From an optimization exercise on the open Yosys and OpenROAD flow, aimed at small area; shortcuts taken in it are not production practice. Function was checked by simulation only, so behaviour that the tests miss may differ from the original. The clock input has no modelled driver; a real chip could not lean on it and would need a root buffer or a full tree. No activity file was given, so power comes from the tool's default toggle rates.

the baseline:
## final_top
module final_top(
	input clk100,
	input rst,
	output servoOut,
	output actuatorPull,
	output actuatorPush,
	input [2:0] infraSensor,
	input servoPhotoT,
	input RPhotoT,
	input LPhotoT,
	input motor,
	output [3:0] IN,
	output [6:0] seg,
	output [3:0] an
	);
For scale: ~27 I/O pins, ~4300 µm² of cells after synthesis.
export LEC_CHECK = 0
export CAP_MARGIN = 20
export CORE_MARGIN = 2
export CORE_UTILIZATION = 60
export PLACE_DENSITY = 0.9
export SLEW_MARGIN = 20
create_clock -name core_clock -period 10.0 [get_ports {clk100}]
standard.sh (not shown) runs the stock make flow with config.mk's settings and CLKGATE_MAP_FILE= SYNTH_SCRIPT=/design/flow/synth_recipe.tcl, a recipe that flattens the netlist after the stock synthesis.
==> flow/flow/run.sh <==
#!/bin/bash
# Layout flow: the standard synthesis, then an area-oriented re-mapping of the
# combinational logic between the registers (registers, their names and cells are
# untouched; several ABC scripts are tried and the smallest result that is proven
# equivalent to the standard netlist is used), then the standard
# floorplan and placement with single-drive port buffers, a two-level clock tree
# built here (flow/cts.tcl), and the standard routing and finish. Each tool's output goes to its own log here.
set -euo pipefail
W=$(pwd)
RES=$W/orfs/results/$FLOW_PLATFORM/final_top/base
LIB=$FLOW_HOME/platforms/$FLOW_PLATFORM/lib/sky130_fd_sc_hd__tt_025C_1v80.lib
YOSYS=${YOSYS_EXE:-/OpenROAD-flow-scripts/tools/install/yosys/bin/yosys}
[[ -x $YOSYS ]] || YOSYS=$(command -v yosys)

# 1. standard synthesis
bash standard.sh synth > $W/log_1_standard_synth.log 2>&1

# 2. re-map the combinational logic for area
R=$W/remap
mkdir -p $R
cp $RES/1_2_yosys.v $R/in.v
DU=""
for c in $(sed -n '/^export DONT_USE_CELLS/,/^#/p' $FLOW_HOME/platforms/$FLOW_PLATFORM/config.mk | grep -o 'sky130_fd_sc_hd__[a-z0-9_]*'); do
  DU="$DU -dont_use $c"
done
cat > $R/flat.ys <<EOS
read_liberty -overwrite -ignore_miss_func $LIB
read_verilog $R/in.v
hierarchy -top $FLOW_TOP
blackbox sky130_fd_sc_hd__dfxtp_1
flatten
rename -hide w:*.*
opt_clean -purge
select -module $FLOW_TOP
write_verilog -noattr -selected $R/flat.v
EOS
$YOSYS -l $W/log_2_remap_flat.log -q $R/flat.ys > /dev/null 2>&1 || true

SCRIPTS=(
  "+strash;&get,-n;&syn3;&st;&deepsyn,-I,4,-J,50,-S,1;&st;&if,-K,4;&mfs;&st;&deepsyn,-I,2,-J,30;&dch;&nf,-a,-R,1000;&put"
  "+strash;&get,-n;&if,-K,6;&st;&deepsyn,-I,4,-J,50,-S,1;&st;&if,-K,4;&mfs;&st;&deepsyn,-I,2,-J,30;&dch;&nf,-a,-R,1000;&put"
  "+strash;&get,-n;&deepsyn,-I,4,-J,50,-S,1;&st;&if,-K,4;&mfs;&st;&deepsyn,-I,2,-J,30;&dch;&nf,-a,-R,1000;&st;&if,-K,4;&mfs;&st;&deepsyn,-I,2,-J,30;&dch;&nf,-a,-R,1000;&put"
  "+strash;&get,-n;&deepsyn,-I,4,-J,50,-S,1;&st;&if,-K,4;&mfs;&st;&deepsyn,-I,2,-J,30;&dch;&nf,-a,-R,1000;&put"
  "+strash;&get,-n;&syn3;&st;&deepsyn,-I,4,-J,50,-S,2;&st;&if,-K,4;&mfs;&st;&deepsyn,-I,2,-J,30;&dch;&nf,-a,-R,1000;&put"
  "+strash;&get,-n;&syn2;&st;&deepsyn,-I,4,-J,50,-S,3;&st;&if,-K,4;&mfs;&st;&deepsyn,-I,2,-J,30;&dch;&nf,-a,-R,1000;&put"
  "+strash;&get,-n;&dc2;&st;&deepsyn,-I,4,-J,50,-S,4;&st;&if,-K,4;&mfs;&st;&deepsyn,-I,2,-J,30;&dch;&nf,-a,-R,1000;&put"
  "+strash;&get,-n;&if,-K,5;&st;&syn3;&st;&deepsyn,-I,4,-J,50,-S,5;&st;&if,-K,4;&mfs;&st;&deepsyn,-I,2,-J,30;&dch;&nf,-a,-R,1000;&put"
)
if [[ -s $R/flat.v ]]; then
  for i in "${!SCRIPTS[@]}"; do
    cat > $R/map$i.ys <<EOS
read_liberty -lib $LIB
read_verilog $R/flat.v
hierarchy -top $FLOW_TOP
techmap
opt -fast
abc -liberty $LIB $DU -script ${SCRIPTS[$i]}
opt_clean -purge
splitnets
hilomap -singleton -hicell sky130_fd_sc_hd__conb_1 HI -locell sky130_fd_sc_hd__conb_1 LO
insbuf -buf sky130_fd_sc_hd__buf_1 A X
opt_clean -purge
tee -o $R/area$i.txt stat -liberty $LIB
write_verilog -noattr -noexpr -nohex -nodec $R/out$i.v
EOS
    ( $YOSYS -l $W/log_2_remap_map$i.log -q $R/map$i.ys > /dev/null 2>&1 || true ) &
    (( (i + 1) % 4 == 0 )) && wait
  done
  wait
fi
# candidates, smallest first
CANDS=$(for i in "${!SCRIPTS[@]}"; do
  a=$(grep -h 'Chip area' $R/area$i.txt 2>/dev/null | awk '{print $NF}')
  [[ -n "$a" && -s $R/out$i.v ]] && echo "$a $i"
done | sort -g | awk '{print $2}')
echo "remap candidates (smallest first): $CANDS"
remapped=none
for i in $CANDS; do
  cat > $R/equiv$i.ys <<EOS
read_liberty -overwrite -ignore_miss_func $LIB
blackbox sky130_fd_sc_hd__dfxtp_1
read_verilog $R/in.v
rename $FLOW_TOP gold
read_verilog $R/out$i.v
rename $FLOW_TOP gate
flatten gold gate
opt_clean
equiv_make gold gate eq
hierarchy -top eq
equiv_simple
equiv_status -assert
EOS
  if $YOSYS -l $W/log_2_remap_equiv$i.log -q $R/equiv$i.ys > /dev/null 2>&1 &&
     [[ $(grep -c 'sky130_fd_sc_hd__dfxtp' $R/in.v) == $(grep -c 'sky130_fd_sc_hd__dfxtp' $R/out$i.v) ]]; then
    cp $R/out$i.v $RES/1_2_yosys.v
    rm -f $RES/1_synth.odb $RES/1_synth.sdc
    bash standard.sh synth > $W/log_2_remap_odb.log 2>&1
    remapped=$i
    break
  fi
done
echo "remapped with script: $remapped"

# 3. floorplan .. placement
export BUFFER_PORTS_ARGS="-buffer_cell sky130_fd_sc_hd__buf_1"
bash standard.sh place > $W/log_3_standard_place.log 2>&1

# 4. clock tree (flow/cts.tcl): a root buffer and NLEAF leaf buffers over equal
# groups of flip-flops. Configurations are tried smallest area first; the first
# whose flip-flop clock slew (placement estimate) is at most 112 ps is built.
export RES
export FLOW_CLOCK=$(grep -o 'get_ports {[^}]*}' constraint.sdc | head -1 | sed 's/get_ports {\(.*\)}/\1/')
export ROOTBUF=sky130_fd_sc_hd__clkbuf_4
CHOSEN="7 sky130_fd_sc_hd__clkbuf_8"
for cfg in "5 clkbuf_8" "10 clkbuf_4" "3 clkbuf_16" "11 clkbuf_4" "6 clkbuf_8" "12 clkbuf_4" "7 clkbuf_8" "13 clkbuf_4" "4 clkbuf_16" "14 clkbuf_4" "8 clkbuf_8"; do
  set -- $cfg
  s=$(CTS_TRIAL=1 NLEAF=$1 LEAFBUF=sky130_fd_sc_hd__$2 openroad -exit -no_init $W/flow/cts.tcl 2>&1 | tee -a $W/log_4_cts_trials.log | grep TRIAL_SLEW | awk '{print $2}' || true)
  echo "clock tree trial $cfg: slew $s"
  if [[ -n "$s" ]] && awk -v s="$s" 'BEGIN{exit !(s <= 0.112)}'; then
    CHOSEN="$1 sky130_fd_sc_hd__$2"
    break
  fi
done
set -- $CHOSEN
echo "clock tree: $CHOSEN"
NLEAF=$1 LEAFBUF=$2 openroad -exit -no_init $W/flow/cts.tcl > $W/log_4_cts.log 2>&1

# 5. routing .. finish (the standard steps from the clock-tree database on)
bash standard.sh finish > $W/log_5_standard_finish.log 2>&1
Other scripts of this flow, unchanged in this note and not shown: flow/flow/cts.tcl
Input-level comparison between the candidate and the baseline:
diff --git a/flow/flow/run.sh b/flow/flow/run.sh
--- a/flow/flow/run.sh
+++ b/flow/flow/run.sh
@@ -38,12 +38,12 @@
 
 SCRIPTS=(
-  "+strash;&get,-n;&syn3;&st;&deepsyn,-I,4,-J,50,-S,1;&st;&if,-K,4;&mfs;&st;&deepsyn,-I,2,-J,30;&dch;&nf,-a,-R,1000;&put"
-  "+strash;&get,-n;&if,-K,6;&st;&deepsyn,-I,4,-J,50,-S,1;&st;&if,-K,4;&mfs;&st;&deepsyn,-I,2,-J,30;&dch;&nf,-a,-R,1000;&put"
-  "+strash;&get,-n;&deepsyn,-I,4,-J,50,-S,1;&st;&if,-K,4;&mfs;&st;&deepsyn,-I,2,-J,30;&dch;&nf,-a,-R,1000;&st;&if,-K,4;&mfs;&st;&deepsyn,-I,2,-J,30;&dch;&nf,-a,-R,1000;&put"
   "+strash;&get,-n;&deepsyn,-I,4,-J,50,-S,1;&st;&if,-K,4;&mfs;&st;&deepsyn,-I,2,-J,30;&dch;&nf,-a,-R,1000;&put"
-  "+strash;&get,-n;&syn3;&st;&deepsyn,-I,4,-J,50,-S,2;&st;&if,-K,4;&mfs;&st;&deepsyn,-I,2,-J,30;&dch;&nf,-a,-R,1000;&put"
-  "+strash;&get,-n;&syn2;&st;&deepsyn,-I,4,-J,50,-S,3;&st;&if,-K,4;&mfs;&st;&deepsyn,-I,2,-J,30;&dch;&nf,-a,-R,1000;&put"
-  "+strash;&get,-n;&dc2;&st;&deepsyn,-I,4,-J,50,-S,4;&st;&if,-K,4;&mfs;&st;&deepsyn,-I,2,-J,30;&dch;&nf,-a,-R,1000;&put"
-  "+strash;&get,-n;&if,-K,5;&st;&syn3;&st;&deepsyn,-I,4,-J,50,-S,5;&st;&if,-K,4;&mfs;&st;&deepsyn,-I,2,-J,30;&dch;&nf,-a,-R,1000;&put"
+  "+strash;&get,-n;&deepsyn,-I,4,-J,50,-S,2;&st;&if,-K,4;&mfs;&st;&deepsyn,-I,2,-J,30;&dch;&nf,-a,-R,1000;&put"
+  "+strash;&get,-n;&deepsyn,-I,4,-J,50,-S,3;&st;&if,-K,4;&mfs;&st;&deepsyn,-I,2,-J,30;&dch;&nf,-a,-R,1000;&put"
+  "+strash;&get,-n;&deepsyn,-I,4,-J,50,-S,4;&st;&if,-K,3;&mfs;&st;&deepsyn,-I,2,-J,30;&dch;&nf,-a,-R,1000;&put"
+  "+strash;&get,-n;&deepsyn,-I,4,-J,50,-S,5;&st;&if,-K,4;&mfs;&st;&deepsyn,-I,2,-J,30;&dch;&nf,-a,-R,1000;&put"
+  "+strash;&get,-n;&deepsyn,-I,4,-J,50,-S,6;&st;&if,-K,3;&mfs;&st;&deepsyn,-I,2,-J,30;&dch;&nf,-a,-R,1000;&put"
+  "+strash;&get,-n;&deepsyn,-I,4,-J,50,-S,7;&dch;&nf,-a,-R,1000;&put"
+  "+strash;&get,-n;&deepsyn,-I,4,-J,50,-S,8;&st;&if,-K,4;&mfs;&st;&if,-K,4;&mfs;&st;&deepsyn,-I,2,-J,30;&dch;&nf,-a,-R,1000;&put"
 )
 if [[ -s $R/flat.v ]]; then
## What came out
- Every run in the comparison, the baseline and the candidate, completed the flow with a clean layout.
- Diff the baseline -> the candidate: via count of the first global-routing pass -3.6%, summed instance area of the synthesized netlist ~0 delta, layout-stage area growth over the synthesis result ~0 delta, met2 routed wirelength +1.9%.
- Routed wire length: the candidate vs the baseline down 2.8%
- Relative to the baseline, combinational group share of total power has increased by 1.0 points in the candidate.
- On number of nets in the finished design, the baseline and the candidate are neck and neck.
- Fmax, the baseline and the candidate, higher one = the baseline.
- Delta (the candidate minus the baseline): worst slew margin relative to its limit fell 1.8 points, global-route usage fell 0.92 points.
No run of this note takes its clock network from TritonCTS; it comes from the design's own scripts or RTL.

-- static timing again, ports no longer ideal --
Ports are ideal in the flow. The routed layouts listed here were re-timed in OpenROAD. Step 1 assumes that a clkbuf_16 drives the clock port and a buf_2 every other input. Step 2 adds t to the input delays and takes it off the output delays; t is the mean of the earliest and latest rising clock arrival at the registers after step 1. Input paths then give back, and output paths get back, about the clock's delay inside the block. a / b / c = no drivers / after step 1 / after step 2; a / b = the first two.
run	t, ns	setup WS [ns]	worst setup path at the end	clock arrival spread, ns
the baseline	0.472	6.413 / 6.417 / 5.946	input to register	0.008 / 0.007
the candidate	0.463	6.106 / 6.111 / 5.648	input to register	0.011 / 0.010
After both steps setup and hold are still met in every run listed. The setup slack of the baseline, which loses most, moves by +0.004 ns with the drivers and by -0.467 ns with both steps.
